This is an optimization exercise on Yosys and OpenROAD, whose aim is small area, not a production implementation. In this exercise RTL edits were held to simulation tests only and were not proved equivalent to the original. Power figures rest on the tool's default switching activity, not on a simulated workload.

[flow/config.mk]
export PLATFORM = sky130hd
export DESIGN_NAME = electric_clock
export DESIGN_NICKNAME = electric_clock
export VERILOG_FILES = /design/flow/design.v
export SDC_FILE = /design/flow/constraint.sdc
export NUM_CORES = 4
export LEC_CHECK = 0
export CAP_MARGIN = 0
export CORE_MARGIN = 2
export CORE_UTILIZATION = 55
export PLACE_DENSITY = 0.7
export SLEW_MARGIN = 0
[flow/constraint.sdc]
create_clock -name core_clock -period 20.0 [get_ports {Clk}]
set_input_delay 4.0000 -clock core_clock [delete_from_list [all_inputs] [get_ports {Clk}]]
set_output_delay 4.0000 -clock core_clock [all_outputs]
set_load 0.01 [all_outputs]
[flow/design.v]
module key_filter #(parameter TW = 5'd27, parameter DONE = 5'd22) (
    input  Clk,
    input  Reset_n,
    input  Key,
    output P,
    output R
);
    reg s0, s1, kr;
    always @(posedge Clk) begin
        s0 <= Key;
        s1 <= s0;
        kr <= s1;
    end
    reg [1:0] st;
    reg [4:0] cnt;
    wire tw = cnt == TW;
    wire abort = s1 ^ st[1];
    wire trig = st[1] ? (s1 & ~kr) : (kr & ~s1);
    always @(posedge Clk or negedge Reset_n)
        if (!Reset_n)
            st <= 2'b00;
        else if (st[0]) begin
            if (tw)
                st <= {~st[1], 1'b0};
            else if (abort)
                st <= {st[1], 1'b0};
        end else if (trig)
            st <= {st[1], 1'b1};
    always @(posedge Clk)
        cnt <= st[0] ? {cnt[3:0], ~(cnt[4] ^ cnt[2])} : 5'd0;
    wire done = cnt == DONE;
    assign P = (st == 2'b10) & done;
    assign R = (st == 2'b00) & done;
endmodule
`timescale 1ns / 1ps
module electric_clock(
    Clk,
    Reset_n,
    Key,
    LED,
    SEL,
    SEG
    );
    input Clk;
    input Reset_n;
    input [3:0]Key;
    output [3:0]LED;
    output [7:0]SEL;
    output [7:0]SEG;
    localparam KTW  = 5'd27;    
    localparam KDONE = 5'd22;
    localparam NF   = 500;
    localparam FH   = 249;
    localparam NS   = 1000;
    localparam N2S  = 2000;
    localparam N5S  = 5000;
    localparam N10S = 10000;
    localparam FW   = 9;      
    localparam FOFF = 7;      
    localparam [10:0] K_2S  = 11'd1491;    
    localparam [12:0] T_1S  = 13'd8168;    
    localparam [12:0] T_5S  = 13'd1729;    
    localparam [13:0] A_5S  = 14'd15875;   
    localparam [13:0] A_10S = 14'd16371;   
    localparam CLOCK=0;
    localparam CLOCK_C=1;
    localparam CALENDAR=2;
    localparam CALENDAR_C=3;
    localparam ALARM=4;
    localparam COUNTER_D_SET=5;
    localparam COUNTER_D_START=6;
    function [3:0] inc10;
        input [3:0] d;
        inc10 = (d[3] & d[0]) ? 4'd0 : d + 1'b1;
    endfunction
    function [3:0] dec10;
        input [3:0] d;
        dec10 = (d == 0) ? 4'd9 : d - 1'b1;
    endfunction
    function [2:0] inc6;
        input [2:0] d;
        inc6 = (d[2] & d[0]) ? 3'd0 : d + 1'b1;
    endfunction
    function [2:0] dec6;
        input [2:0] d;
        dec6 = (d == 0) ? 3'd5 : d - 1'b1;
    endfunction
    wire [3:0] P;
    wire [3:0] R;
    key_filter #(.TW(KTW), .DONE(KDONE)) key_filter_inst0(.Clk(Clk), .Reset_n(Reset_n), .Key(Key[0]), .P(P[0]), .R(R[0]));
    key_filter #(.TW(KTW), .DONE(KDONE)) key_filter_inst1(.Clk(Clk), .Reset_n(Reset_n), .Key(Key[1]), .P(P[1]), .R(R[1]));
    key_filter #(.TW(KTW), .DONE(KDONE)) key_filter_inst2(.Clk(Clk), .Reset_n(Reset_n), .Key(Key[2]), .P(P[2]), .R(R[2]));
    key_filter #(.TW(KTW), .DONE(KDONE)) key_filter_inst3(.Clk(Clk), .Reset_n(Reset_n), .Key(Key[3]), .P(P[3]), .R(R[3]));
    reg half;
    reg [FW-1:0] cf;
    wire cf_end = (cf & (NF - 1 + FOFF)) == (NF - 1 + FOFF);
    wire tick = half & cf_end;
    wire flash_on = cf < (FH + FOFF);
    always @(posedge Clk or negedge Reset_n)
        if (!Reset_n) begin
            half <= 1'b0;
            cf <= FOFF;
        end else begin
            half <= half ^ cf_end;
            cf <= cf_end ? FOFF : cf + 1'b1;
        end
    reg [2:0] state1;
    reg [1:0] state2;
    reg [1:0] key_state;
    reg adj;             
    reg inc;             
    reg adj_d, inc_d;    
    reg [2:0] alarm_set;
    reg count_d, start_flag, reset_flag;
    reg start_flag_r, count_d_d, reset_flag_d;
    wire s2_0 = state2 == 2'd0;
    wire s2_1 = state2 == 2'd1;
    wire s2_2 = state2 == 2'd2;
    wire in_clock_c = state1 == CLOCK_C;
    wire in_cal_c   = state1 == CALENDAR_C;
    wire in_alarm   = state1 == ALARM;
    wire in_set     = state1 == COUNTER_D_SET;
    wire in_start   = state1 == COUNTER_D_START;
    wire ci0 = adj &  inc & in_clock_c & s2_0;
    wire cd0 = adj & ~inc & in_clock_c & s2_0;
    wire ci2 = adj &  inc & in_clock_c & s2_1;
    wire cd2 = adj & ~inc & in_clock_c & s2_1;
    wire ci4 = adj &  inc & in_clock_c & s2_2;
    wire cd4 = adj & ~inc & in_clock_c & s2_2;
    wire ai0 = adj &  inc & in_alarm & s2_0;
    wire ad0 = adj & ~inc & in_alarm & s2_0;
    wire ai1 = adj &  inc & in_alarm & s2_1;
    wire ad1 = adj & ~inc & in_alarm & s2_1;
    wire ai2 = adj &  inc & in_alarm & s2_2;
    wire ad2 = adj & ~inc & in_alarm & s2_2;
    wire ki0 = adj_d &  inc_d & in_cal_c & s2_0;
    wire kd0 = adj_d & ~inc_d & in_cal_c & s2_0;
    wire ki1 = adj_d &  inc_d & in_cal_c & s2_1;
    wire kd1 = adj_d & ~inc_d & in_cal_c & s2_1;
    wire ki2 = adj_d &  inc_d & in_cal_c & s2_2;
    wire kd2 = adj_d & ~inc_d & in_cal_c & s2_2;
    wire di0 = adj_d &  inc_d & in_set & s2_0;
    wire dd0 = adj_d & ~inc_d & in_set & s2_0;
    wire di1 = adj_d &  inc_d & in_set & s2_1;
    wire dd1 = adj_d & ~inc_d & in_set & s2_1;
    wire di2 = adj_d &  inc_d & in_set & s2_2;
    wire dd2 = adj_d & ~inc_d & in_set & s2_2;
    reg [3:0] c0;    
    reg [2:0] c1;
    reg [3:0] c2;    
    reg [2:0] c3;
    reg [3:0] c4;    
    reg [3:0] c5;
    reg cd5, f_clear;
    wire clk_adj_d = adj_d & in_clock_c;
    wire ci1 = clk_adj_d &  inc_d & s2_0 & (c0 == 0);
    wire cd1 = clk_adj_d & ~inc_d & s2_0 & (c0 == 9);
    wire ci3 = clk_adj_d &  inc_d & s2_1 & (c2 == 0);
    wire cd3 = clk_adj_d & ~inc_d & s2_1 & (c2 == 9);
    wire ci5 = clk_adj_d &  inc_d & s2_2 & (c4 == 0) & ~f_clear;
    wire c0_9 = c0[3] & c0[0];
    wire c1_5 = c1[2] & c1[0];
    wire c2_9 = c2[3] & c2[0];
    wire c3_5 = c3[2] & c3[0];
    wire c4_9 = c4[3] & c4[0];
    wire c4_3 = ~c4[2] & c4[1] & c4[0];
    wire h23 = (c5 == 2) & c4_3;
    wire t1 = c0_9 & tick;
    wire t2 = t1 & c1_5;
    wire t3 = t2 & c2_9;
    wire t4 = t3 & c3_5;
    always @(posedge Clk or negedge Reset_n)
        if (!Reset_n) begin
            c0 <= 0; c1 <= 0; c2 <= 0; c3 <= 0; c4 <= 0; c5 <= 0;
        end else begin
            if (ci0) begin
                c0 <= inc10(c0);
            end else if (cd0) begin
                c0 <= dec10(c0);
            end else if (ci1 | cd1)
                ;
            else if (tick)
                c0 <= inc10(c0);
            if (ci1 | (t1 & ~cd1))
                c1 <= inc6(c1);
            else if (cd1)
                c1 <= dec6(c1);
            if (ci2) begin
                c2 <= inc10(c2);
            end else if (cd2) begin
                c2 <= dec10(c2);
            end else if (cd3 | ci3)
                ;
            else if (t2)
                c2 <= inc10(c2);
            if (ci3 | (t3 & ~cd3))
                c3 <= inc6(c3);
            else if (cd3)
                c3 <= dec6(c3);
            if (ci4) begin
                if (h23) c4 <= 0;
                else c4 <= inc10(c4);
            end else if (cd4) begin
                if (c4 == 0)
                    c4 <= (c5 == 0) ? 4'd3 : 4'd9;
                else
                    c4 <= c4 - 1'b1;
            end else if (cd5 | ci5 | f_clear)
                ;
            else if (t4 & h23)
                c4 <= 0;
            else if (t4)
                c4 <= inc10(c4);
            if (f_clear)
                c5 <= 0;
            else if (ci5)
                c5 <= c5 + 1'b1;
            else if (cd5)
                c5 <= (c5 == 0) ? 4'd2 : c5 - 1'b1;
            else if (t4 & c4_9)
                c5 <= c5 + 1'b1;
        end
    always @(posedge Clk) begin
        f_clear <= (ci4 & h23) | (~ci4 & ~cd4 & ~cd5 & ~ci5 & ~f_clear & t4 & h23);
        cd5 <= cd4 & (c4 == 0);
    end
    reg f_clear_d;
    reg [3:0] k0;    
    reg [1:0] k1;
    reg [3:0] k2;    
    reg       k3;
    reg [3:0] k4;    
    reg [3:0] k5;
    wire k0_9 = k0[3] & k0[0];
    wire k0_0 = k0 == 0;
    wire k0_1 = k0 == 1;
    wire k1_0 = k1 == 0;
    wire k1_2 = k1[1] & ~k1[0];
    wire k1_3 = k1[1] & k1[0];
    wire k2_9 = k2[3] & k2[0];
    wire k2_0 = k2 == 0;
    wire k2_1 = k2 == 1;
    wire k4_9 = k4[3] & k4[0];
    wire k4_0 = k4 == 0;
    wire k5_9 = k5[3] & k5[0];
    wire k5_0 = k5 == 0;
    wire month_b = k3 ? ~k2[0] : (k2[0] ^ k2[3]);       
    wire feb = ~k3 & k2[1] & ~k2[0] & ~k2[2];
    wire leap_year = ~k4[0] & ~(k4[1] ^ k5[0]);
    wire year_full = k5_9 & k4_9;
    wire month_full = k3 & k2[1];
    wire day_full = (k1_3 & (~month_b | k0[0])) | (feb & k1_2 & k0[3] & (~leap_year | k0[0]));
    wire day_inc = ki0 | f_clear_d;
    wire day_dec = kd0 & ~f_clear_d;
    wire mon_carry = f_clear_d & day_full;
    wire mon_inc = ki1 | mon_carry;
    wire mon_dec = kd1 & ~mon_carry;
    wire yr_carry = mon_carry & month_full;
    wire yr_inc = ki2 | yr_carry;
    wire yr_dec = kd2 & ~yr_carry;
    always @(posedge Clk or negedge Reset_n)
        if (!Reset_n) begin
            k0 <= 1; k1 <= 0; k2 <= 1; k3 <= 0; k4 <= 0; k5 <= 0;
        end else begin
            if (day_inc) begin
                if (day_full) begin k0 <= 1; k1 <= 0; end
                else if (k0_9) begin k0 <= 0; k1 <= k1 + 1'b1; end
                else k0 <= k0 + 1'b1;
            end else if (day_dec) begin
                if (k0_1 & k1_0) begin
                    if (month_b) begin k0 <= 1; k1 <= 3; end
                    else if (feb) begin k0 <= {3'b100, leap_year}; k1 <= 2; end
                    else begin k0 <= 0; k1 <= 3; end
                end
                else if (k0_0) begin k0 <= 9; k1 <= k1 - 1'b1; end
                else k0 <= k0 - 1'b1;
            end
            if (mon_inc) begin
                if (month_full) begin k2 <= 1; k3 <= 0; end
                else if (k2_9) begin k2 <= 0; k3 <= 1; end
                else k2 <= k2 + 1'b1;
            end else if (mon_dec) begin
                if (k2_1 & ~k3) begin k2 <= 2; k3 <= 1; end
                else if (k2_0) begin k2 <= 9; k3 <= 0; end
                else k2 <= k2 - 1'b1;
            end
            if (yr_inc) begin
                if (year_full) begin k4 <= 0; k5 <= 0; end
                else if (k4_9) begin k4 <= 0; k5 <= k5 + 1'b1; end
                else k4 <= k4 + 1'b1;
            end else if (yr_dec) begin
                if (k4_0 & k5_0) begin k4 <= 9; k5 <= 9; end
                else if (k4_0) begin k4 <= 9; k5 <= k5 - 1'b1; end
                else k4 <= k4 - 1'b1;
            end
        end
    reg [3:0] a0;
    reg [2:0] a1;
    reg [3:0] a2;
    reg [2:0] a3;
    reg [3:0] a4;
    reg [1:0] a5;
    always @(posedge Clk or negedge Reset_n)
        if (!Reset_n) begin
            a0 <= 0; a1 <= 0; a2 <= 0; a3 <= 0; a4 <= 0; a5 <= 0;
        end else begin
            if (ai0) begin
                a0 <= inc10(a0);
                if (a0[3] & a0[0]) a1 <= inc6(a1);
            end else if (ad0) begin
                a0 <= dec10(a0);
                if (a0 == 0) a1 <= dec6(a1);
            end
            if (ai1) begin
                a2 <= inc10(a2);
                if (a2[3] & a2[0]) a3 <= inc6(a3);
            end else if (ad1) begin
                a2 <= dec10(a2);
                if (a2 == 0) a3 <= dec6(a3);
            end
            if (ai2) begin
                if (a5[1] & a4[1] & a4[0]) begin a4 <= 0; a5 <= 0; end
                else begin
                    a4 <= inc10(a4);
                    if (a4[3] & a4[0]) a5 <= a5 + 1'b1;
                end
            end else if (ad2) begin
                if (a4 == 0 && a5 == 0) begin a4 <= 3; a5 <= 2; end
                else begin
                    a4 <= dec10(a4);
                    if (a4 == 0) a5 <= a5 - 1'b1;
                end
            end
        end
    reg [3:0] d0;
    reg [2:0] d1;
    reg [3:0] d2;
    reg [2:0] d3;
    reg [3:0] d4;
    reg [1:0] d5;
    reg [3:0] l0;    
    reg [2:0] l1;
    reg [3:0] l2;
    reg [2:0] l3;
    reg [3:0] l4;
    reg [1:0] l5;
    reg [3:0] n0;
    reg [2:0] n1;
    reg [3:0] n2;
    reg [2:0] n3;
    reg [3:0] n4;
    reg [1:0] n5;
    wire d0_z = d0 == 0;
    wire d1_z = d1 == 0;
    wire d2_z = d2 == 0;
    wire d3_z = d3 == 0;
    wire d4_z = d4 == 0;
    wire d5_z = d5 == 0;
    wire d0_9 = d0[3] & d0[0];
    wire d2_9 = d2[3] & d2[0];
    wire d4_9 = d4[3] & d4[0];
    wire d23 = d5[1] & d4[1] & d4[0];
    wire cdn = count_d_d & ~hold;
    wire b1 = cdn & d0_z;
    wire b2 = b1 & d1_z;
    wire b3 = b2 & d2_z;
    wire b4 = b3 & d3_z;
    wire hdn = b4 | dd2;
    always @(*) begin
        if (reset_flag_d) begin
            n0 = l0; n1 = l1; n2 = l2; n3 = l3; n4 = l4; n5 = l5;
        end else begin
            n0 = (cdn | dd0) ? dec10(d0) : di0 ? inc10(d0) : d0;
            n1 = (b1 | (dd0 & d0_z)) ? dec6(d1) : (di0 & d0_9) ? inc6(d1) : d1;
            n2 = (b2 | dd1) ? dec10(d2) : di1 ? inc10(d2) : d2;
            n3 = (b3 | (dd1 & d2_z)) ? dec6(d3) : (di1 & d2_9) ? inc6(d3) : d3;
            n4 = hdn ? ((d4_z & d5_z) ? 4'd3 : dec10(d4)) : di2 ? (d23 ? 4'd0 : inc10(d4)) : d4;
            n5 = (hdn & d4_z) ? (d5_z ? 2'd2 : d5 - 1'b1) : (di2 & d23) ? 2'd0 : (di2 & d4_9) ? d5 + 1'b1 : d5;
        end
    end
    wire hold = start_flag_r & in_start;
    reg hold_d;
    always @(posedge Clk or negedge Reset_n)
        if (!Reset_n) begin
            d0 <= 0; d1 <= 0; d2 <= 0; d3 <= 0; d4 <= 0; d5 <= 0;
        end else begin
            d0 <= n0; d1 <= n1; d2 <= n2; d3 <= n3; d4 <= n4; d5 <= n5;
        end
    always @(posedge Clk) begin
        if (!hold) count_d_d <= count_d;
        hold_d <= hold;
    end
    always @(posedge Clk)
        if ((start_flag_r & ~in_start) | hold_d) begin
            l0 <= n0; l1 <= n1; l2 <= n2; l3 <= n3; l4 <= n4; l5 <= n5;
        end
    wire cd_zero = d0_z & d1_z & d2_z & d3_z & d4_z & d5_z;
    reg [10:0] ktime;
    always @(posedge Clk or negedge Reset_n)
        if (!Reset_n)
            key_state <= 0;
        else case (key_state)
            0: if (P[2]) key_state <= 1;
            1: if (R[2]) key_state <= 2;
               else if (ktime == K_2S) key_state <= 3;
            default: key_state <= 0;
        endcase
    always @(posedge Clk)
        ktime <= (key_state == 1) ? {ktime[9:0], ~(ktime[10] ^ ktime[8])} : 11'd0;
    reg [12:0] tcnt;
    wire t_sec = tcnt == T_1S;
    wire t_5s  = tcnt == T_5S;
    wire [12:0] tcnt_n = {tcnt[11:0], ~(tcnt[12] ^ tcnt[3] ^ tcnt[2] ^ tcnt[0])};
    always @(posedge Clk or negedge Reset_n)
        if (!Reset_n) begin
            state1 <= 0;
            state2 <= 0;
            alarm_set <= 0;
            count_d <= 0;
        end else if (!adj) case (state1)
            CLOCK: begin
                state2 <= 0;
                if (P[3]) state1 <= CLOCK_C;
            end
            CLOCK_C: begin
                if (P[3])
                    state1 <= CALENDAR;
                else if (!tick) begin
                    if (P[2])
                        state2 <= s2_0 ? 2'd1 : s2_1 ? 2'd2 : 2'd0;
                    else if (P[1] | P[0])
                        ;
                end
            end
            CALENDAR: begin
                state2 <= 0;
                if (P[3]) state1 <= CALENDAR_C;
            end
            CALENDAR_C: begin
                if (P[3])
                    state1 <= ALARM;
                else if (P[2])
                    state2 <= s2_0 ? 2'd1 : s2_1 ? 2'd2 : 2'd0;
                else if (P[1] | P[0])
                    ;
            end
            ALARM: begin
                if (P[3]) begin
                    state1 <= COUNTER_D_SET;
                    state2 <= 0;
                end else if (key_state == 3) begin
                    if (!alarm_set[0]) alarm_set[0] <= 1;
                    else if (!alarm_set[1]) alarm_set[1] <= 1;
                    else if (!alarm_set[2]) alarm_set[2] <= 1;
                    else alarm_set <= 0;
                end else if (key_state == 2)
                    state2 <= s2_0 ? 2'd1 : s2_1 ? 2'd2 : 2'd0;
                else if (P[1] | P[0])
                    ;
            end
            COUNTER_D_SET: begin
                if (P[3])
                    state1 <= CLOCK;
                else if (key_state == 3) begin
                    state1 <= COUNTER_D_START;
                    state2 <= 0;
                end else if (key_state == 2)
                    state2 <= s2_0 ? 2'd1 : s2_1 ? 2'd2 : 2'd0;
                else if (P[1] | P[0])
                    ;
            end
            COUNTER_D_START: begin
                case (state2)
                    0: begin
                        if (key_state == 2)
                            state2 <= 1;
                        else if (P[3]) begin
                            state1 <= CLOCK;
                            state2 <= 0;
                        end else if (cd_zero) begin
                            count_d <= 0;
                            state2 <= 2;
                        end else
                            count_d <= t_sec;
                    end
                    1: begin
                        count_d <= 0;
                        if (key_state == 2)
                            state2 <= 0;
                        else if (key_state == 3) begin
                            state2 <= 0;
                            state1 <= COUNTER_D_SET;
                        end else if (P[3]) begin
                            state1 <= CLOCK;
                            state2 <= 0;
                        end
                    end
                    2: begin
                        if (t_5s || P[3]) begin
                            state2 <= 0;
                            state1 <= CLOCK;
                        end
                    end
                    default: begin
                        state2 <= 0;
                        count_d <= 0;
                    end
                endcase
            end
            default:
                state1 <= CLOCK;
        endcase
    wire pm = P[1] | P[0];
    always @(posedge Clk) begin
        adj <= ~adj & pm & ~P[3] & (
                 (in_clock_c & ~tick & ~P[2]) |
                 (in_cal_c & ~P[2]) |
                 ((in_alarm | in_set) & ~key_state[1]));
        start_flag <= ~adj & in_set & ~P[3] & (key_state == 3);
        reset_flag <= in_start & s2_1 & (key_state == 3);
    end
    always @(posedge Clk)
        inc <= P[1];
    always @(posedge Clk) begin
        adj_d <= adj;
        inc_d <= inc;
        f_clear_d <= f_clear;
        reset_flag_d <= reset_flag;
        start_flag_r <= start_flag;
    end
    always @(posedge Clk)
        if (in_start && state2 == 0 && !(key_state == 2) && !P[3] && !cd_zero && !t_sec)
            tcnt <= tcnt_n;
        else if (in_start && state2 == 2 && !t_5s && !P[3])
            tcnt <= tcnt_n;
        else
            tcnt <= 0;
    reg [3:0] s0_0, s1_0, s2_0r;
    reg [2:0] s0_1, s1_1, s2_1r;
    reg [3:0] s0_2, s1_2, s2_2r;
    reg [2:0] s0_3, s1_3, s2_3r;
    reg [3:0] s0_4, s1_4, s2_4r;
    reg [1:0] s0_5, s1_5, s2_5r;
    wire store = ~adj & in_alarm & ~P[3] & (key_state == 3);
    always @(posedge Clk) begin
        if (store & ~alarm_set[0]) begin
            s0_0 <= a0; s0_1 <= a1; s0_2 <= a2; s0_3 <= a3; s0_4 <= a4; s0_5 <= a5;
        end
        if (store & alarm_set[0] & ~alarm_set[1]) begin
            s1_0 <= a0; s1_1 <= a1; s1_2 <= a2; s1_3 <= a3; s1_4 <= a4; s1_5 <= a5;
        end
        if (store & alarm_set[0] & alarm_set[1] & ~alarm_set[2]) begin
            s2_0r <= a0; s2_1r <= a1; s2_2r <= a2; s2_3r <= a3; s2_4r <= a4; s2_5r <= a5;
        end
    end
    wire hh_ok = c5[3:2] == 2'b00;
    wire m0 = alarm_set[0] && hh_ok && c0 == s0_0 && c1 == s0_1 && c2 == s0_2 && c3 == s0_3 && c4 == s0_4 && c5[1:0] == s0_5;
    wire m1 = alarm_set[1] && hh_ok && c0 == s1_0 && c1 == s1_1 && c2 == s1_2 && c3 == s1_3 && c4 == s1_4 && c5[1:0] == s1_5;
    wire m2 = alarm_set[2] && hh_ok && c0 == s2_0r && c1 == s2_1r && c2 == s2_2r && c3 == s2_3r && c4 == s2_4r && c5[1:0] == s2_5r;
    wire alarm_hit = m0 | m1 | m2;
    reg LED_3;
    reg [1:0] alarm_state;
    reg [13:0] atime;
    wire a_5s  = atime == A_5S;
    wire a_10s = atime == A_10S;
    always @(posedge Clk or negedge Reset_n)
        if (!Reset_n)
            alarm_state <= 0;
        else if (!(in_start && state2 == 2)) case (alarm_state)
            0: if (alarm_hit) alarm_state <= 1;
            1: if (P[2]) alarm_state <= 0;
               else if (a_5s) alarm_state <= 2;
            2: if (P[2]) alarm_state <= 0;
               else if (a_10s) alarm_state <= 3;
            default: if (P[2] | a_5s) alarm_state <= 0;
        endcase
    always @(posedge Clk)
        LED_3 <= flash_on & ((in_start & s2_2) | alarm_state[0]);
    always @(posedge Clk)
        if (in_start && state2 == 2)
            atime <= atime;
        else if (alarm_state == 0)
            atime <= 0;
        else if (!P[2] && ((alarm_state == 2) ? a_10s : a_5s))
            atime <= 0;
        else
            atime <= {atime[12:0], ~(atime[13] ^ atime[4] ^ atime[2] ^ atime[0])};
    assign LED = {LED_3, alarm_set};
    localparam [3:0] PT = 4'hA;
    localparam [3:0] BL = 4'hB;
    reg [2:0] cnt_sel;
    always @(posedge Clk or negedge Reset_n)
        if (!Reset_n) cnt_sel <= 0;
        else cnt_sel <= cnt_sel + 1'b1;
    assign SEL = ~(8'b1 << cnt_sel);
    wire [2:0] p = cnt_sel + 1'b1;
    wire use_a = in_alarm;
    wire use_d = in_set | in_start;
    wire use_k = (state1 == CALENDAR) | in_cal_c;
    reg [3:0] cn, an, dn, kn;
    always @(*)
        case (p)
            7: cn = c0; 6: cn = {1'b0, c1}; 4: cn = c2; 3: cn = {1'b0, c3};
            1: cn = c4; 0: cn = c5; default: cn = PT;
        endcase
    always @(*)
        case (p)
            7: an = a0; 6: an = {1'b0, a1}; 4: an = a2; 3: an = {1'b0, a3};
            1: an = a4; 0: an = {2'b00, a5}; default: an = PT;
        endcase
    always @(*)
        case (p)
            7: dn = d0; 6: dn = {1'b0, d1}; 4: dn = d2; 3: dn = {1'b0, d3};
            1: dn = d4; 0: dn = {2'b00, d5}; default: dn = PT;
        endcase
    always @(*)
        case (p)
            7: kn = k0; 6: kn = {2'b00, k1}; 5: kn = k2; 4: kn = {3'b000, k3};
            3: kn = k4; 2: kn = k5; 1: kn = 4'h0; default: kn = 4'h2;
        endcase
    wire setting = in_clock_c | in_cal_c | in_alarm | in_set;
    wire bl_pos = use_k ? (s2_0 ? (p[2] & p[1]) : s2_1 ? (p == 5 || p == 4) : s2_2 ? ~p[2] : 1'b0)
                        : (s2_0 ? (p[2] & p[1]) : s2_1 ? (p == 4 || p == 3) : s2_2 ? (p[2:1] == 0) : 1'b0);
    wire blank = setting & ~flash_on & bl_pos;
    reg [3:0] nib1, nib2;
    always @(posedge Clk)
        nib1 <= blank ? BL : use_k ? kn : use_a ? an : use_d ? dn : cn;
    always @(posedge Clk)
        nib2 <= nib1;
    wire [3:0] n = nib2;
    assign SEG = (n == 0)  ? 8'b1100_0000 :
                 (n == 1)  ? 8'b1111_1001 :
                 (n == 2)  ? 8'b1010_0100 :
                 (n == 3)  ? 8'b1011_0000 :
                 (n == 4)  ? 8'b1001_1001 :
                 (n == 5)  ? 8'b1001_0010 :
                 (n == 6)  ? 8'b1000_0010 :
                 (n == 7)  ? 8'b1111_1000 :
                 (n == 8)  ? 8'b1000_0000 :
                 (n == 9)  ? 8'b1001_0000 :
                 (n == 10) ? 8'b1011_1111 :
                 (n == 11) ? 8'b1111_1111 : 8'b0000_0000;
endmodule
[flow/flow/run.sh]
#!/bin/bash
# The standard layout (standard.sh), with three changes:
#  * the standard synthesis maps the combinational logic with an
#    area-oriented ABC script (flow/abc_area.script) instead of ORFS's
#    delay-oriented one; registers are not touched;
#  * the clock tree uses the buffers and clustering in flow/cts_args and no
#    dummy loads;
#  * the port buffers are the smallest buffer cell.
# make's output goes to flow_make.log, ORFS's own logs stay in orfs/logs.
set -euo pipefail
HERE=$(pwd)
{
  echo 'proc abc {args} {'
  echo '  set i [lsearch $args -script]'
  echo "  set args [lreplace \$args \$i [expr {\$i+1}] -script $HERE/flow/abc_area.script]"
  echo '  set j [lsearch $args -D]'
  echo '  if {$j >= 0} { set args [lreplace $args $j [expr {$j+1}]] }'
  echo '  yosys abc {*}$args'
  echo '}'
  cat synth_recipe.tcl
} > flow_synth.tcl
sed "s#SYNTH_SCRIPT=[^ ]*#SYNTH_SCRIPT=$HERE/flow_synth.tcl#" standard.sh > flow_standard.sh
bash flow_standard.sh "CTS_ARGS=$(cat flow/cts_args)" "BUFFER_PORTS_ARGS=-buffer_cell sky130_fd_sc_hd__buf_1" finish > flow_make.log 2>&1
[flow/flow/abc_area.script]
&get -n
&st
&syn2
&dch -f
&nf -R 1000 -p
&st
&syn2
&dch -f
&nf -R 1000 -p
&st
&syn2
&dch -f
&nf -R 1000 -p
&st
&dch -f
&nf -R 1000 -p -F 8 -A 4
&put
[flow/flow/cts_args]
-sink_clustering_enable -repair_clock_nets -dont_use_dummy_load -buf_list sky130_fd_sc_hd__clkbuf_16 -sink_clustering_size 26 -sink_clustering_max_diameter 100
[flow/standard.sh]
#!/bin/bash
# synth_recipe.tcl (not shown) runs the flow's synth.tcl, then flattens the netlist and writes it again
# the make line also repeats each setting of config.mk as NAME=value (left out here)
make -C /OpenROAD-flow-scripts/flow DESIGN_CONFIG=/design/flow/config.mk WORK_HOME=/design/flow/orfs CLKGATE_MAP_FILE= SYNTH_SCRIPT=/design/flow/synth_recipe.tcl "${@:-finish}"
==> impl_summary.txt, run 1 <==
----------------------------------------------------
[Logic synthesis]
  Xor and xnor fraction of the mapped netlist area ... 0.02834
  Synth Register Bits ... 287
  Synth Instances ... 1541
  Post-synthesis instance area ... roughly 15000 um^2
  Most used standard cells in the synthesized netlist ... sky130_fd_sc_hd__nand2_1 (147), sky130_fd_sc_hd__a21oi_1 (125), sky130_fd_sc_hd__clkinv_1 (120)
  Cell variety after synth ... 66
  Most common cell in the synthesized netlist ... sky130_fd_sc_hd__nand2_1
  Share of Yosys cell area claimed by the top area cell type ... 0.1923
  Share of synthesized registers carrying an async set or reset ... 0.4007
  Most used flip-flop cell after synthesis ... sky130_fd_sc_hd__dfrtp_1
  Synthesized-area fraction occupied by ao, oa, aoi and oai cells ... 0.1927
  Adder-cell area share of the yosys netlist ... 0.06579
  Combinational family with the most area after synthesis ... compound AO/OA/AOI/OAI gates
  Cell types occupying the most area after synthesis ... sky130_fd_sc_hd__edfxtp_1 (19%), sky130_fd_sc_hd__dfrtp_1 (19%), sky130_fd_sc_hd__dfxtp_1 (10%), sky130_fd_sc_hd__ha_1 (6.6%), sky130_fd_sc_hd__a21oi_1 (4.2%)
  Synthesis warning total ... 2
  Area leader, netlist ... sky130_fd_sc_hd__edfxtp_1
  Multiplexer share of the synthesized area ... 0.01046
  Synthesized area per cell ... 9.626 um^2
  Sequential cell area fraction in the yosys report ... 0.4906
  Synthesized-area fraction occupied by and/or/nand/nor cells ... 0.1812
  Net count after synthesis ... 1625
  Number of enable-type register cells in the synthesized netlist ... 95

[GRT]
  Global-route wire length before repair ... 59360 um
  Number of antenna violations at the first check in global routing ... 0
  Overflow left after global routing ... 0
  Busiest layer in global routing ... met2
  Overall Global Routing Usage ... 0.2594
  M3 GR Usage ... 0.03503
  Via count of the first global-routing pass ... 11260
  Maximum number of pins on one net before global-route repair ... 75
  Met2 layer usage reported by global route ... 0.4171
  GR Layer Usage met1 ... 0.3649

[Clock network]
  CTS tree ... yes
  Post-CTS setup buffer count ... 0
  Register clock-pin slew on the reported worst setup and hold paths ... 90 ps
  Sinks on Clock Net ... 287
  Clock buffer depth ... 3
  Clock Root Buffer ... sky130_fd_sc_hd__clkbuf_16
  Number of buffers inserted by hold repair at cts ... 0
  Number of levels in the clock H-tree ... 1
  Number of gates resized after cts ... 0
  TritonCTS Buffers ... 15
  Worst-Skew Late Latency ... between 500 and 600 ps

[Final layout]
  Nets ... 1679
  Area used by multi-input combinational logic ... around 7100 um^2
  Area grow syn2layout ... 6.739%
  Fill cell total of the finished layout ... 2316
  Register Area ... 7278 um^2
  Fraction of final layout cells sized beyond drive strength 1 ... 0.02260
  Final antenna diode count ... 0

[Power and ir drop]
  Leak pwr ... 5.838 nW
  Worst supply voltage drop on vdd ... 56.28 uV
  Power density over cell area ... 58.88 nW/um^2

[Outcome]
  Status ... complete, no violations

[Floorplanning]
  Number of placed I/O pins ... 26
  Number of rows created at floorplan ... 60
  Die W ... 168.2 um
  Area of the die ... 28300 um^2
  CORE AREA ... 26730 um^2
  Die H ... around 170 um
  Starting density of the core ... 0.5551

[Job]
  Max-cap violations ... 0

[Min path]
  Worst min-delay path class ... reg -> reg
  Start point of the worst hold path ... key_filter_inst1.s0
  Hold endpoint ... key_filter_inst1.s1
  WHS Path Cells ... 0

[Setup path]
  Critical Path Start Type ... flip-flop
  Worst Path Class, Setup ... reg -> out
  R2r setup slk ... 16620 ps
  Capture point of the worst reg-to-reg path ... k1[0]
  Worst-path fanout max ... 6
  WP data required ... around 16000 ps
  Category of the worst setup path capture point ... primary output
  Data arrival, critical path ... 1670 ps
  Length in cells of the worst reg-to-reg path ... 11
  Worst reg2reg startpoint ... state2[0]

[Timing]
  Clock skew after layout ... around 35 ps
  Final Hold Violating Endpoints ... 0
  Max Transition Viols Final ... 0
  Smallest hold slack ... 333.6 ps
  Worst Tran Pin Value ... 1239 ps
  TNS Setup ... 0 ps
  Period minus WS final ... 5673 ps
  Total setup violations reported at the end of the flow ... 0
  Achievable clock frequency ... 0.1763 GHz
  Worst slew slack as a fraction of its limit ... 0.1670
  Unrepaired setup endpoints after global routing ... false
  Final worst path period share ... 0.2836

[Drt]
  Total via count in the routed design ... 12180
  Average via count per standard cell ... 6.295
  Router iterations before antenna repair ... 8
  Number of design-rule violations left by the first detailed-router iteration ... around 1200
  Wire length after detailed routing ... 36790 um
  Count of antenna-violating nets left after detailed routing ... 0
  Average wire per cell in the routed design ... between 15 and 20 um
  Residual DRC count ... 0

[Placed design]
  Count of buffers inserted at the top-level ports ... 25
  Post-DP HPWL ... 26010 um
  Final weighted congestion in routability-driven placement ... 0.9331

----------------------------------------------------
layout make-up:
| cell class | count | area share |
|---|---|---|
| timing repair buffer | 38 | 0.01233 |
| sequential | 287 | 0.4597 |
| inverter | 120 | 0.02845 |
| clock buffer | 15 | 0.02371 |
| tap | 341 | 0.02695 |
| multi-input combinational | 1133 | 0.4489 |
stage by stage:
stage                     setup slack [ps]  total power, mW  cell area (um^2)    util  cells
after floorplan                      14950           0.6203             14830       -   1541
after global placement               14400           0.6267             15460  0.5784   1919
after detailed placement             14370           0.6270             15460  0.5784   1919
after CTS                            14350           0.9411             15830  0.5925   1934
after global routing                 14230           0.9589             15830  0.5925   1934
final                                14330           0.9323             15830  0.5925   1934
routing by layer:
metal / part of all wire / wire length (um)
met1: 0.45 / 16510
met3: 0.065 / 2385
met5: 0 / 0
met4: 0.036 / 1326
met2: 0.45 / 16570
worst max-delay path by stage:
stage	from	end	slack [ps]	cells past startpoint
after floorplan	nib2[2]	SEG[3]	14950	3
after global placement	Reset_n	d4[1]	14400	2
after detailed placement	Reset_n	d4[1]	14370	2
after CTS	cnt_sel[0]	SEL[4]	14350	4
after global routing	cnt_sel[0]	SEL[6]	14230	4
final	cnt_sel[0]	SEL[0]	14330	4
layout by cell type, fill, tap and decap left out, types with 6 or more instances in the layout:
cell type,instances
sky130_fd_sc_hd__clkinv_1,120
sky130_fd_sc_hd__nand2b_1,18
sky130_fd_sc_hd__edfxtp_1,95
sky130_fd_sc_hd__a211oi_1,11
sky130_fd_sc_hd__xor2_1,19
sky130_fd_sc_hd__o22ai_1,24
sky130_fd_sc_hd__ha_1,78
sky130_fd_sc_hd__a31oi_1,26
sky130_fd_sc_hd__mux2i_1,11
sky130_fd_sc_hd__buf_1,24
sky130_fd_sc_hd__nor2b_1,30
sky130_fd_sc_hd__dfxtp_1,77
sky130_fd_sc_hd__nor3b_1,9
sky130_fd_sc_hd__nor2_1,116
sky130_fd_sc_hd__a22oi_1,19
sky130_fd_sc_hd__a311oi_1,6
sky130_fd_sc_hd__a221oi_1,8
sky130_fd_sc_hd__and3_1,12
sky130_fd_sc_hd__buf_4,13
sky130_fd_sc_hd__nor3_1,40
sky130_fd_sc_hd__and2_0,52
sky130_fd_sc_hd__a22o_1,11
sky130_fd_sc_hd__nand2_1,147
sky130_fd_sc_hd__nand4_1,17
sky130_fd_sc_hd__a21oi_1,125
sky130_fd_sc_hd__xnor2_1,29
sky130_fd_sc_hd__o31ai_1,13
sky130_fd_sc_hd__nor4_1,15
sky130_fd_sc_hd__o21ai_0,119
sky130_fd_sc_hd__nand3_1,50
sky130_fd_sc_hd__clkbuf_16,15
sky130_fd_sc_hd__or3_1,6
sky130_fd_sc_hd__a32oi_1,9
sky130_fd_sc_hd__a21o_1,8
sky130_fd_sc_hd__dfrtp_1,110
sky130_fd_sc_hd__o211ai_1,11
sky130_fd_sc_hd__a222oi_1,19
power by group:
part / total [mW] / switching, mW / internal (mW)
Combinational: 0.00735 / 0.00569 / 0.00166
Clock: 0.319 / 0.183 / 0.135
Sequential: 0.606 / 0.00237 / 0.604
logic make-up (layout without fill, tap and decap cells):
| group | Yosys count | after routing |
|---|---|---|
| flops | 287 | 287 |
| xor+xnor | 48 | 48 |
| mux | 15 | 15 |
| buf+inv | 121 | 173 |
| compound gates | 451 | 451 |
| fa+ha+maj | 78 | 78 |
| simple gates | 541 | 541 |
registers in the layout, indices dropped and copies added (netlist names), 5 cells and up:
| register | count |
|---|---|
| key_filter_inst1.cnt | 5 |
| atime | 14 |
| key_filter_inst2.cnt | 5 |
| tcnt | 13 |
| key_filter_inst3.cnt | 5 |
| key_filter_inst0.cnt | 5 |
| ktime | 11 |
| cf | 9 |
critical path: stages, from the launching register on:
cell	delay [ps]
sky130_fd_sc_hd__dfrtp_1	440
sky130_fd_sc_hd__clkinv_1	180
sky130_fd_sc_hd__ha_1	320
sky130_fd_sc_hd__nand2_1	100
sky130_fd_sc_hd__buf_1	150
==> run 2, diff against run 1 <==
==> flow/flow/cts_args (replaced) <==
-sink_clustering_enable -repair_clock_nets -dont_use_dummy_load -buf_list sky130_fd_sc_hd__clkbuf_8 -sink_clustering_size 14 -sink_clustering_max_diameter 100
==> impl_summary.txt, run 2 <==
----------------------------------------------------
[Power and ir drop]
  Pint ... 0.7130 mW (-3.8%)
  Clock power frac ... 0.322 (-0.020)
  Power density over cell area ... 57.34 nW/um^2 (-2.6%)
  Worst supply voltage drop on vdd ... 56.57 uV (+0.51%)
  Portion of total power attributed to combinational logic ... 0.008 (about the same)
  Leak pwr ... 5.826 nW (-0.21%)
  Total power draw ... 0.9054 mW (-2.9%)
  Sequential share of power ... 0.670 (+0.020)
  Switching part of the total power ... 0.2125 (+0.007476)
  Switching power total ... 0.1924 mW (+0.66%)

[Drt]
  Wire length after detailed routing ... 36880 um (+0.25%)
  Total via count in the routed design ... 12160 (-0.16%)
  Router iterations before antenna repair ... 8 (unchanged)
  Average via count per standard cell ... 6.256 (-0.62%)
  Count of antenna-violating nets left after detailed routing ... 0 (unchanged)
  Average wire per cell in the routed design ... 18.98 um (-0.21%)
  Residual DRC count ... 0 (unchanged)
  Number of design-rule violations left by the first detailed-router iteration ... 1112 (-10%)

[Setup path]
  Critical Path Start Type ... flip-flop
  Category of the worst setup path capture point ... primary output
  WP data required ... 16000 ps (about the same)
  Data arrival, critical path ... 1760 ps (+90 ps)
  Top Family by Delay on Critical Path ... flip-flops
  Worst reg2reg startpoint ... state2[0]
  Worst Path Class, Setup ... reg -> out
  Delay contributed by the slowest stage of the critical path ... 440 ps (about the same)
  Critical path cell sequence ... clkinv_1, ha_1, nand2_1, buf_1
  R2r setup slk ... 16640 ps (+20 ps)
  Master of the slowest instance on the critical path ... sky130_fd_sc_hd__dfrtp_1
  Crit path buffers/inverters ... 2 (unchanged)
  Worst-path fanout max ... 6 (unchanged)
  Timing startpoint of the critical path ... cnt_sel[0]

[Final layout]
  Area grow syn2layout ... 6.436%
  Max FFs per register ... 14 (unchanged)
  Number of cells in the finished layout apart from fillers ... 1943 (+0.47%)
  Final antenna diode count ... 0 (unchanged)
  Nets ... 1688 (+0.54%)
  Register containing the most flip-flops in the final layout ... atime
  Commonest cells after routing, fill and taps aside ... sky130_fd_sc_hd__nand2_1 (147), sky130_fd_sc_hd__a21oi_1 (125), sky130_fd_sc_hd__clkinv_1 (120)
  Fraction of final layout cells sized beyond drive strength 1 ... 0.02809 (+0.005491)
  Register Area ... 7278 um^2 (unchanged)
  Most common cell after layout, fill and taps aside ... sky130_fd_sc_hd__nand2_1
  Post-layout utilization of the core ... 0.5908 (-0.001686)
  Fill cell total of the finished layout ... 2325 (+0.39%)
  Area used by multi-input combinational logic ... 7108 um^2 (unchanged)
  Registers with the most flip-flops ... atime (14), tcnt (13), ktime (11)

[Timing]
  TNS Setup ... 0 ps (unchanged)
  Total setup violations reported at the end of the flow ... 0 (unchanged)
  Final worst path period share ... 0.2879 (+0.004230)
  Final Hold Violating Endpoints ... 0 (unchanged)
  Clock skew after layout ... 45.37 ps (+10.19 ps)
  Achievable clock frequency ... 0.1737 GHz (-1.5%)
  Max Transition Viols Final ... 0 (unchanged)
  Period minus WS final ... 5757 ps (+84.60 ps)
  Worst slew slack as a fraction of its limit ... 0.1907 (+0.02372)
  Unrepaired setup endpoints after global routing ... false
  Worst Tran Pin Value ... 1204 ps (-35.28 ps)
  Min setup slack post-route ... 14240 ps (-84.60 ps)

[GRT]
  Overflow left after global routing ... 0 (unchanged)
  Global-route wire length before repair ... 59460 um (+0.16%)
  Number of antenna violations at the first check in global routing ... 0 (unchanged)
  Via count of the first global-routing pass ... 11300 (+0.34%)
  Maximum number of pins on one net before global-route repair ... 75 (unchanged)
  Overall Global Routing Usage ... 0.2597 (+0.0003579)

[Logic synthesis]
  Most used standard cells in the synthesized netlist ... sky130_fd_sc_hd__nand2_1 (147), sky130_fd_sc_hd__a21oi_1 (125), sky130_fd_sc_hd__clkinv_1 (120)
  Synthesized area per cell ... 9.626 um^2 (unchanged)
  Most used flip-flop cell after synthesis ... sky130_fd_sc_hd__dfrtp_1
  Sequential cell area fraction in the yosys report ... 0.4906 (unchanged)
  Cell variety after synth ... 66 (unchanged)
  Net count after synthesis ... 1625 (unchanged)
  Share of Yosys cell area claimed by the top area cell type ... 0.1923 (unchanged)
  Number of enable-type register cells in the synthesized netlist ... 95 (unchanged)
  Synth Register Bits ... 287 (unchanged)
  Area leader, netlist ... sky130_fd_sc_hd__edfxtp_1
  Synth Instances ... 1541 (unchanged)
  Most common cell in the synthesized netlist ... sky130_fd_sc_hd__nand2_1
  Synthesis warning total ... 2 (unchanged)
  Cell types occupying the most area after synthesis ... sky130_fd_sc_hd__edfxtp_1 (19%), sky130_fd_sc_hd__dfrtp_1 (19%), sky130_fd_sc_hd__dfxtp_1 (10%), sky130_fd_sc_hd__ha_1 (6.6%), sky130_fd_sc_hd__a21oi_1 (4.2%)
  Post-synthesis instance area ... 14830 um^2 (unchanged)
  Share of synthesized registers carrying an async set or reset ... 0.4007 (unchanged)

[Outcome]
  Status ... complete, no violations

[Clock network]
  Number of gates resized after cts ... 0 (unchanged)
  CTS tree ... yes
  Post-CTS setup buffer count ... 0 (unchanged)
  Register clock-pin slew on the reported worst setup and hold paths ... 90 ps (about the same)
  Number of levels in the clock H-tree ... 1 (unchanged)
  Clock Root Buffer ... sky130_fd_sc_hd__clkbuf_8
  Number of buffers inserted by hold repair at cts ... 0 (unchanged)
  Sinks on Clock Net ... 287 (unchanged)
  TritonCTS Buffers ... 24 (+9)
  Worst-Skew Late Latency ... 570 ps (+60 ps)
  Clock buffer depth ... 3 (unchanged)

[Job]
  Max-cap violations ... 0 (unchanged)

[Floorplanning]
  CORE AREA ... 26730 um^2 (unchanged)
  Number of rows created at floorplan ... 60 (unchanged)
  Area of the die ... 28300 um^2 (unchanged)
  Starting density of the core ... 0.5551 (unchanged)
  Die W ... 168.2 um (unchanged)
  Die H ... 168.2 um (unchanged)
  Number of placed I/O pins ... 26 (unchanged)

[Placed design]
  Number of cells after detailed placement ... 1919 (unchanged)
  Final weighted congestion in routability-driven placement ... 0.9331 (unchanged)
  Post-placement setup slack ... 14370 ps (unchanged)
  Count of buffers inserted at the top-level ports ... 25 (unchanged)
  Post-DP HPWL ... 26010 um (unchanged)

[Min path]
  Start point of the worst hold path ... key_filter_inst0.s0
  Worst min-delay path class ... reg -> reg

----------------------------------------------------
## run 2: cell counts after synthesis
Identical to the previous run, type by type.
## run 2: final cells by class
type / count / area share
tap: 341 / 0.02702
clock buffer: 24 / 0.02092
timing repair buffer: 38 / 0.01236
inverter: 120 / 0.02853
sequential: 287 / 0.4610
multi-input combinational: 1133 / 0.4502
## run 2: logic make-up (layout without fill, tap and decap cells)
logic type | count (synthesis) | count (layout) | share of synthesized area
mux | 15 | 15 | 0.01046
fa+ha+maj | 78 | 78 | 0.06579
compound gates | 451 | 451 | 0.1927
buf+inv | 121 | 182 | 0.03087
flops | 287 | 287 | 0.4906
xor+xnor | 48 | 48 | 0.02834
simple gates | 541 | 541 | 0.1812
## run 2: power groups by stage
| stage | registers [mW] | clock network, mW | logic (mW) |
|---|---|---|---|
| 2_1_floorplan | 0.618 | 0 | 0.00186 |
| 3_3_place_gp | 0.619 | 0 | 0.00763 |
| 3_5_place_dp | 0.619 | 0 | 0.00786 |
| 4_1_cts | 0.606 | 0.301 | 0.00785 |
| 5_1_grt | 0.607 | 0.319 | 0.00875 |
| 6_report | 0.606 | 0.292 | 0.00731 |
## run 2: routing by layer
metal / up-vias / GRT usage / routed length [um]
met5: - / 0 / 0
met1: 5831 / 0.3663 / 16550
met3: 91 / 0.03667 / 2381
li1: 5814 / - / -
met2: 420 / 0.4126 / 16560
met4: 0 / 0.09258 / 1392
## run 2: path summary, 6_finish.rpt
kind / endpoint / cells after the start
worst max-delay path: SEL[0] / 4
worst min-delay path: key_filter_inst0.s1 / 0
worst max register to register: k1[0] / 11
worst min register to register: key_filter_inst0.s1 / 0
max in group asynchronous: d0[2] / 2
min in group asynchronous: c4[3] / 1
## run 2: stage by stage
step | hold WS, ps | area (um^2)
3_5_place_dp | 312.1 | 15460
6_report | 325.0 | 15790
3_3_place_gp | 312.8 | 15460
5_1_grt | 336.8 | 15790
4_1_cts | 328.0 | 15790
2_1_floorplan | 309.6 | 14830
==> run 3, diff against run 2 <==
--- a/flow/flow/run.sh
+++ b/flow/flow/run.sh
@@ -1,6 +1,7 @@
 #!/bin/bash
-# The standard layout (standard.sh), with three changes:
-#  * the standard synthesis maps the combinational logic with an
-#    area-oriented ABC script (flow/abc_area.script) instead of ORFS's
-#    delay-oriented one; registers are not touched;
+# The standard layout (standard.sh), with these changes:
+#  * synthesis: ORFS's synthesis script unchanged, except that adders are
+#    not extracted into half/full-adder cells and the combinational logic
+#    is mapped with an area-oriented ABC script (flow/abc_area.script)
+#    instead of ORFS's delay-oriented one; registers are not touched;
 #  * the clock tree uses the buffers and clustering in flow/cts_args and no
@@ -8,3 +9,3 @@
 #  * the port buffers are the smallest buffer cell.
-# make's output goes to flow_make.log, ORFS's own logs stay in orfs/logs.
+# make's output goes to flow_make.log; ORFS's own logs are in orfs/logs.
 set -euo pipefail
@@ -12,2 +13,3 @@
 {
+  echo 'proc extract_fa {args} { puts "flow: extract_fa skipped" }'
   echo 'proc abc {args} {'
==> flow/flow/abc_area.script (replaced) <==
&get -n
&st
&dch -f
&nf -R 1000 -p
&st
&syn2
&dch -f
&nf -R 1000 -p
&st
&dch -f
&nf -R 1000 -p
&put
--- a/flow/config.mk
+++ b/flow/config.mk
@@ -10,2 +10,4 @@
 export CORE_UTILIZATION = 55
+export GPL_ROUTABILITY_DRIVEN = 0
+export GPL_TIMING_DRIVEN = 0
 export PLACE_DENSITY = 0.7
==> impl_summary.txt, run 3 <==
----------------------------------------------------
[Outcome]
  Status ... complete, no violations

[Drt]
  Total length of routed met2 wires ... 15010 um (-9.4%)
  Amount of wire on met3 after detailed routing ... 2614 um (+9.8%)
  Count of antenna-violating nets left after detailed routing ... 0 (unchanged)
  Highest routed layer ... met4
  Residual DRC count ... 0 (unchanged)
  Total via count in the routed design ... 11290 (-7.1%)
  Total routed wire length on the met1 layer ... 14720 um (-11%)
  Wire length after detailed routing ... 33700 um (-8.6%)
  Number of design-rule violations left by the first detailed-router iteration ... 1165 (+4.8%)
  Router iterations before antenna repair ... 6 (-2)
  Average wire per cell in the routed design ... 19.03 um (+0.24%)
  Average via count per standard cell ... 6.374 (+1.9%)

[Logic synthesis]
  Adder-cell area share of the yosys netlist ... 0 (-0.06579)
  Synth Register Bits ... 287 (unchanged)
  Synthesized-area fraction occupied by ao, oa, aoi and oai cells ... 0.1983 (+0.005550)
  Most used standard cells in the synthesized netlist ... sky130_fd_sc_hd__nor2_1 (133), sky130_fd_sc_hd__nand2_1 (125), sky130_fd_sc_hd__dfrtp_1 (110)
  Share of synthesized registers carrying an async set or reset ... 0.4007 (unchanged)
  Synthesized area per cell ... 9.816 um^2 (+2.0%)
  Most common cell in the synthesized netlist ... sky130_fd_sc_hd__nor2_1
  Multiplexer share of the synthesized area ... 0.007960 (-0.002498)
  Number of enable-type register cells in the synthesized netlist ... 95 (unchanged)
  Post-synthesis instance area ... 13670 um^2 (-7.8%)
  Xor and xnor fraction of the mapped netlist area ... 0.03907 (+0.01073)
  Synthesis warning total ... 2 (unchanged)
  Sequential cell area fraction in the yosys report ... 0.5323 (+0.04162)
  Share of Yosys cell area claimed by the top area cell type ... 0.2086 (+0.01631)
  Cell variety after synth ... 61 (-7.6%)
  Cell types occupying the most area after synthesis ... sky130_fd_sc_hd__edfxtp_1 (21%), sky130_fd_sc_hd__dfrtp_1 (20%), sky130_fd_sc_hd__dfxtp_1 (11%), sky130_fd_sc_hd__a21oi_1 (3.7%), sky130_fd_sc_hd__nor2_1 (3.7%)
  Most used flip-flop cell after synthesis ... sky130_fd_sc_hd__dfrtp_1
  Synth Instances ... 1393 (-9.6%)
  Net count after synthesis ... 1399 (-14%)
  Combinational family with the most area after synthesis ... simple AND/OR/NAND/NOR gates
  Area leader, netlist ... sky130_fd_sc_hd__edfxtp_1
  Synthesized-area fraction occupied by and/or/nand/nor cells ... 0.2027 (+0.02150)

[Final layout]
  Commonest cells after routing, fill and taps aside ... sky130_fd_sc_hd__nor2_1 (132), sky130_fd_sc_hd__nand2_1 (125), sky130_fd_sc_hd__dfrtp_1 (110)
  Area grow syn2layout ... 6.808%
  Nets ... 1455 (-14%)
  Fill cell total of the finished layout ... 2165 (-6.9%)
  Fraction of final layout cells sized beyond drive strength 1 ... 0.02833 (+0.0002446)
  Most common cell after layout, fill and taps aside ... sky130_fd_sc_hd__nor2_1
  Number of cells in the finished layout apart from fillers ... 1771 (-8.9%)
  Registers with the most flip-flops ... atime (14), tcnt (13), ktime (11)
  Register Area ... 7278 um^2 (unchanged)
  Final antenna diode count ... 0 (unchanged)
  Max FFs per register ... 14 (unchanged)
  Register containing the most flip-flops in the final layout ... atime
  Area used by multi-input combinational logic ... 6147 um^2 (-14%)
  Finished Cell Area ... 14610 um^2 (-7.5%)

[Timing]
  Clock skew after layout ... 58.33 ps (+12.97 ps)
  Min setup slack post-route ... 13260 ps (-985.4 ps)
  Smallest hold slack ... 333.6 ps (+8.589 ps)
  Total setup violations reported at the end of the flow ... 0 (unchanged)
  Worst slew slack as a fraction of its limit ... 0.1661 (-0.02459)
  Max Transition Viols Final ... 0 (unchanged)
  Final worst path period share ... 0.3371 (+0.04927)
  Achievable clock frequency ... 0.1483 GHz (-15%)
  Period minus WS final ... 6743 ps (+985.4 ps)
  Worst Tran Pin Value ... 1249 ps (+45.19 ps)
  Unrepaired setup endpoints after global routing ... false
  TNS Setup ... 0 ps (unchanged)
  Final Hold Violating Endpoints ... 0 (unchanged)

[Power and ir drop]
  Leak pwr ... 5.175 nW (-11%)
  Worst supply voltage drop on vdd ... 49.82 uV (-12%)
  Power density over cell area ... 61.87 nW/um^2 (+7.9%)

[Clock network]
  Clock buffer depth ... 3 (unchanged)
  Number of gates resized after cts ... 0 (unchanged)
  Register clock-pin slew on the reported worst setup and hold paths ... 90 ps (about the same)
  TritonCTS Buffers ... 24 (unchanged)
  Worst-Skew Late Latency ... 590 ps (+20 ps)
  Clock Root Buffer ... sky130_fd_sc_hd__clkbuf_8
  Number of buffers inserted by hold repair at cts ... 0 (unchanged)
  Number of levels in the clock H-tree ... 1 (unchanged)
  Post-CTS setup buffer count ... 0 (unchanged)
  Sinks on Clock Net ... 287 (unchanged)
  CTS tree ... yes

[Setup path]
  Worst Path Class, Setup ... reg -> out
  Critical Path Start Type ... flip-flop
  WP data required ... 16000 ps (about the same)
  Category of the worst setup path capture point ... primary output
  Data arrival, critical path ... 2740 ps (+980 ps)
  Worst-path fanout max ... 14 (+8)

[Floorplanning]
  Die W ... 161.7 um (-3.9%)
  Die H ... 161.7 um (-3.9%)
  CORE AREA ... 24390 um^2 (-8.7%)
  Area of the die ... 26140 um^2 (-7.6%)
  Number of rows created at floorplan ... 57 (-5.0%)
  Starting density of the core ... 0.5606 (+0.005578)
  Number of placed I/O pins ... 26 (unchanged)

[Placed design]
  Placed inst area ... 14270 um^2 (-7.7%)
  Post-placement setup slack ... 13910 ps (-462.2 ps)
  Post-DP HPWL ... 23940 um (-7.9%)
  Number of cells after detailed placement ... 1747 (-9.0%)
  Count of buffers inserted at the top-level ports ... 25 (unchanged)

[Min path]
  Worst min-delay path class ... reg -> reg

[GRT]
  Number of antenna violations at the first check in global routing ... 0 (unchanged)
  Global-route wire length before repair ... 54740 um (-7.9%)
  Overflow left after global routing ... 0 (unchanged)
  Via count of the first global-routing pass ... 10440 (-7.6%)
  Maximum number of pins on one net before global-route repair ... 37 (-51%)
  Overall Global Routing Usage ... 0.2590 (-0.0006821)

[Job]
  Max-cap violations ... 0 (unchanged)

----------------------------------------------------
## run 3: cell count changes after synthesis, sizes merged, moves of 17 or more
| cell | before | now |
|---|---|---|
| o21ai | 119 | 89 |
| ha | 78 | 0 |
| a21oi | 125 | 101 |
| nand2 | 147 | 125 |
| clkinv | 120 | 70 |
| nand3 | 50 | 32 |
| nor2 | 116 | 133 |
## run 3: critical path, stage by stage (launching register included)
cell and delay [ps]:
sky130_fd_sc_hd__dfrtp_1 510, sky130_fd_sc_hd__nand2_1 110, sky130_fd_sc_hd__nor2_1 910, sky130_fd_sc_hd__clkinv_1 450, sky130_fd_sc_hd__buf_1 230
## run 3: metrics by stage
step,utilization,power (mW)
after global placement,0.5811,0.6264
after CTS,0.5988,0.9120
after detailed placement,0.5853,0.6282
after global routing,0.5988,0.9337
after floorplan,-,0.6202
final,0.5988,0.9036
## run 3: logic make-up after synthesis
group	after synthesis
buffers and inverters	71
AO/OA/AOI/OAI	416
XOR/XNOR	61
AND/OR/NAND/NOR	548
flip-flops	287
multiplexers	10
## run 3: power breakdown
part           switching (mW)  total, mW  internal [mW]
Combinational         0.00597    0.00860        0.00262
Clock                   0.181      0.289          0.107
Sequential            0.00237      0.606          0.604
## run 3: final cells by class
class                   count  share of cell area
flip-flops and latches    287              0.4983
multi-input cells        1035              0.4209
well taps                 324             0.02776
clock buffers              24             0.02262
inverters                  70             0.01799
repair buffers             30             0.01191
plain buffers               1           0.0005140
## run 3: worst paths after layout
check	startpoint	end	slack, ps	cells past startpoint
max in group asynchronous	Reset_n	state2[0]	15780	3
max	cnt_sel[1]	SEL[3]	13260	4
min in group asynchronous	Reset_n	c5[2]	3390	1
max reg2reg	state2[1]	state1[1]	16360	7
min	reset_flag	reset_flag_d	330	0
min reg2reg	reset_flag	reset_flag_d	330	0
## run 3: routing by layer
layer	vias to the layer above	track usage
met4	0	0.09694
li1	5357	-
met3	101	0.04009
met1	5347	0.3675
met2	483	0.4064
met5	-	0
==> run 4, diff against run 3 <==
--- a/flow/config.mk
+++ b/flow/config.mk
@@ -10,4 +10,2 @@
 export CORE_UTILIZATION = 55
-export GPL_ROUTABILITY_DRIVEN = 0
-export GPL_TIMING_DRIVEN = 0
 export PLACE_DENSITY = 0.7
==> impl_summary.txt, run 4 <==
----------------------------------------------------
[GRT]
  Via count of the first global-routing pass ... 10300 (-1.4%)
  Overflow left after global routing ... 0 (unchanged)
  Maximum number of pins on one net before global-route repair ... 65 (+76%)
  Overall Global Routing Usage ... 0.2647 (+0.005654)
  Global-route wire length before repair ... 55210 um (+0.86%)
  Number of antenna violations at the first check in global routing ... 0 (unchanged)

[Drt]
  Number of design-rule violations left by the first detailed-router iteration ... 1173 (+0.69%)
  Router iterations before antenna repair ... 5 (-1)
  Average via count per standard cell ... 6.424 (+0.79%)
  Average wire per cell in the routed design ... 19.58 um (+2.9%)
  Count of antenna-violating nets left after detailed routing ... 0 (unchanged)
  Residual DRC count ... 0 (unchanged)
  Total via count in the routed design ... 11410 (+1.1%)
  Wire length after detailed routing ... 34770 um (+3.2%)

[Logic synthesis]
  Synth Register Bits ... 287 (unchanged)
  Share of Yosys cell area claimed by the top area cell type ... 0.2086 (unchanged)
  Combinational family with the most area after synthesis ... simple AND/OR/NAND/NOR gates
  Area leader, netlist ... sky130_fd_sc_hd__edfxtp_1
  Most used standard cells in the synthesized netlist ... sky130_fd_sc_hd__nor2_1 (133), sky130_fd_sc_hd__nand2_1 (125), sky130_fd_sc_hd__dfrtp_1 (110)
  Share of synthesized registers carrying an async set or reset ... 0.4007 (unchanged)
  Number of enable-type register cells in the synthesized netlist ... 95 (unchanged)
  Post-synthesis instance area ... 13670 um^2 (unchanged)
  Cell types occupying the most area after synthesis ... sky130_fd_sc_hd__edfxtp_1 (21%), sky130_fd_sc_hd__dfrtp_1 (20%), sky130_fd_sc_hd__dfxtp_1 (11%), sky130_fd_sc_hd__a21oi_1 (3.7%), sky130_fd_sc_hd__nor2_1 (3.7%)
  Sequential cell area fraction in the yosys report ... 0.5323 (unchanged)
  Synthesized-area fraction occupied by ao, oa, aoi and oai cells ... 0.1983 (unchanged)
  Synthesis warning total ... 2 (unchanged)
  Net count after synthesis ... 1399 (unchanged)
  Adder-cell area share of the yosys netlist ... 0 (unchanged)
  Cell variety after synth ... 61 (unchanged)
  Multiplexer share of the synthesized area ... 0.007960 (unchanged)
  Xor and xnor fraction of the mapped netlist area ... 0.03907 (unchanged)
  Synth Instances ... 1393 (unchanged)
  Synthesized area per cell ... 9.816 um^2 (unchanged)
  Most used flip-flop cell after synthesis ... sky130_fd_sc_hd__dfrtp_1
  Most common cell in the synthesized netlist ... sky130_fd_sc_hd__nor2_1
  Synthesized-area fraction occupied by and/or/nand/nor cells ... 0.2027 (unchanged)

[Final layout]
  Max FFs per register ... 14 (unchanged)
  Commonest cells after routing, fill and taps aside ... sky130_fd_sc_hd__nor2_1 (133), sky130_fd_sc_hd__nand2_1 (125), sky130_fd_sc_hd__dfrtp_1 (110)
  Nets ... 1460 (+0.34%)
  Finished Cell Area ... 14590 um^2 (about the same)
  Final antenna diode count ... 0 (unchanged)
  Number of cells in the finished layout apart from fillers ... 1776 (+0.28%)
  Registers with the most flip-flops ... atime (14), tcnt (13), ktime (11)
  Most common cell after layout, fill and taps aside ... sky130_fd_sc_hd__nor2_1
  Register containing the most flip-flops in the final layout ... atime
  Fraction of final layout cells sized beyond drive strength 1 ... 0.02961 (+0.001280)
  Area grow syn2layout ... 6.725% (about the same)

[Placed design]
  Number of cells after detailed placement ... 1752 (+0.29%)
  Placed inst area ... 14260 um^2 (about the same)
  Final weighted congestion in routability-driven placement ... about 0.97
  Post-placement setup slack ... 14160 ps (+248.9 ps)
  Count of buffers inserted at the top-level ports ... 25 (unchanged)
  Post-DP HPWL ... 24620 um (+2.8%)

[Min path]
  Hold endpoint ... key_filter_inst0.s1
  Start point of the worst hold path ... key_filter_inst0.s0
  WHS Path Cells ... 0 (unchanged)
  Worst min-delay path class ... reg -> reg

[Clock network]
  Number of buffers inserted by hold repair at cts ... 0 (unchanged)
  TritonCTS Buffers ... 24 (unchanged)
  Post-CTS setup buffer count ... 0 (unchanged)
  Number of gates resized after cts ... 0 (unchanged)
  Clock Root Buffer ... sky130_fd_sc_hd__clkbuf_8
  Number of levels in the clock H-tree ... 1 (unchanged)
  Clock buffer depth ... 3 (unchanged)
  CTS tree ... yes
  Worst-Skew Late Latency ... 550 ps (-40 ps)
  Sinks on Clock Net ... 287 (unchanged)
  Register clock-pin slew on the reported worst setup and hold paths ... 90 ps (about the same)

[Power and ir drop]
  Sequential share of power ... 0.674 (+0.003)
  Pint ... 0.7130 mW (-0.12%)
  Portion of total power attributed to combinational logic ... 0.008 (-0.002)
  Switching part of the total power ... 0.2076 (-0.002405)
  Clock power frac ... 0.318 (about the same)
  Leak pwr ... 5.188 nW (+0.25%)
  Switching power total ... 0.1868 mW (-1.6%)
  Power density over cell area ... 61.65 nW/um^2 (-0.35%)
  Worst supply voltage drop on vdd ... 48.38 uV (-2.9%)

[Floorplanning]
  Starting density of the core ... 0.5606 (unchanged)
  Area of the die ... 26140 um^2 (unchanged)
  Die W ... 161.7 um (unchanged)
  Number of rows created at floorplan ... 57 (unchanged)
  Number of placed I/O pins ... 26 (unchanged)
  CORE AREA ... 24390 um^2 (unchanged)
  Die H ... 161.7 um (unchanged)

[Setup path]
  WP data required ... 16000 ps (about the same)
  Data arrival, critical path ... 2460 ps (-280 ps)
  Delay contributed by the slowest stage of the critical path ... 720 ps (-190 ps)
  Critical path cell sequence ... nand2b_1, nor2b_1, clkinv_1, buf_1
  Category of the worst setup path capture point ... primary output
  Master of the slowest instance on the critical path ... sky130_fd_sc_hd__nor2b_1
  Worst reg2reg startpoint ... cf[1]
  R2r setup slk ... 16500 ps (+140 ps)
  Capture point of the worst reg-to-reg path ... c4[1]
  Worst-path fanout max ... 12 (-2)
  Worst Path Class, Setup ... reg -> out
  Length in cells of the worst reg-to-reg path ... 11 (+4)
  Critical Path Start Type ... flip-flop

[Timing]
  Unrepaired setup endpoints after global routing ... false
  Max Transition Viols Final ... 0 (unchanged)
  TNS Setup ... 0 ps (unchanged)
  Worst slew slack as a fraction of its limit ... 0.3362 (+0.1700)
  Worst Tran Pin Value ... 992.1 ps (-257.0 ps)
  Min setup slack post-route ... 13540 ps (+280.0 ps)
  Final worst path period share ... 0.3231 (-0.01400)
  Total setup violations reported at the end of the flow ... 0 (unchanged)
  Clock skew after layout ... 29.00 ps (-29.34 ps)
  Achievable clock frequency ... 0.1547 GHz (+4.3%)
  Final Hold Violating Endpoints ... 0 (unchanged)
  Period minus WS final ... 6463 ps (-280.0 ps)

[Outcome]
  Status ... complete, no violations

[Job]
  Max-cap violations ... 0 (unchanged)

----------------------------------------------------
## run 4: cell counts after synthesis
No cell type changed its count.
## run 4: area by class of cell
type,instances,area (um^2)
clock buffer,24,330.3
fill,2150,9797
inverter,70,262.8
multi-input combinational,1035,6137
sequential,287,7278
tap,324,405.4
timing repair buffer,36,180.2
## run 4: worst max path at each step
| stage | from | end | slack, ps | cells past startpoint |
|---|---|---|---|---|
| after floorplan | cnt_sel[1] | SEL[0] | 14600 | 2 |
| after global placement | cnt_sel[1] | SEL[5] | 14220 | 4 |
| after detailed placement | cnt_sel[1] | SEL[5] | 14160 | 4 |
| after CTS | cnt_sel[1] | SEL[5] | 13530 | 4 |
| after global routing | cnt_sel[1] | SEL[5] | 13350 | 4 |
| final | cnt_sel[1] | SEL[5] | 13540 | 4 |
## run 4: power groups by stage
stage	Clock (mW)	Sequential, mW	Combinational (mW)
after floorplan	0	0.618	0.00185
after global placement	0	0.619	0.00751
after detailed placement	0	0.619	0.00782
after CTS	0.297	0.607	0.00780
after global routing	0.317	0.607	0.00865
final	0.286	0.606	0.00719
## run 4: logic make-up (layout without fill, tap and decap cells)
kind of cell | Yosys count | count (layout)
buffers and inverters | 71 | 130
AND/OR/NAND/NOR | 548 | 548
flip-flops | 287 | 287
multiplexers | 10 | 10
AO/OA/AOI/OAI | 416 | 416
XOR/XNOR | 61 | 61
## run 4: per-stage QoR
step | utilization | total power, mW | hold WS, ps
4_1_cts | 0.5983 | 0.9112 | 335.8
3_3_place_gp | 0.5848 | 0.6266 | 310.8
5_1_grt | 0.5983 | 0.9330 | 344.2
3_5_place_dp | 0.5848 | 0.6270 | 314.4
6_report | 0.5983 | 0.8998 | 328.4
2_1_floorplan | - | 0.6202 | 309.6
## run 4: worst max-delay path, delay by kind of cell (launching register included)
kind,cells,cell delay (ps)
buf+inv,2,480
flops,1,480
simple gates,2,950
## run 4: routing by layer
| layer | wire length [um] | vias to the layer above | global-route usage |
|---|---|---|---|
| li1 | - | 5370 | - |
| met1 | 15270 | 5454 | 0.3827 |
| met2 | 15220 | 503 | 0.4019 |
| met3 | 3220 | 82 | 0.05209 |
| met4 | 1066 | 0 | 0.09252 |
| met5 | 0 | - | 0 |

static timing again, ports no longer ideal:
How much do the figures lean on ideal ports? The routed layouts below were timed once more, with nothing changed but the port constraints.
Step 1 assumes that a clkbuf_16 drives the clock port and a buf_2 every other input.
Step 2 adds t to the input delays and takes it off the output delays; t is the mean of the earliest and latest rising clock arrival at the registers after step 1. Input paths then give back, and output paths get back, about the clock's delay inside the block.
a / b / c = ideal / step 1 / step 2; a / b = the first two.
run | shift t [ns] | setup WS [ns] | worst hold slack (ns) | worst slew at a driven data input, ns | pins driven straight from the clock port
run 1 | 0.542 | 14.327 / 14.278 / 14.469 | 0.334 / 0.334 / 0.334 | 0.03 | 1
run 2 | 0.597 | 14.243 / 14.197 / 14.506 | 0.325 / 0.325 / 0.325 | 0.03 | 1
run 3 | 0.605 | 13.257 / 13.211 / 13.816 | 0.334 / 0.334 / 0.334 | 0.03 | 1
run 4 | 0.581 | 13.537 / 13.494 / 14.075 | 0.328 / 0.328 / 0.328 | 0.03 | 1
After both steps setup and hold are still met in every run listed. The worst setup slack also covers recovery checks on asynchronous resets.
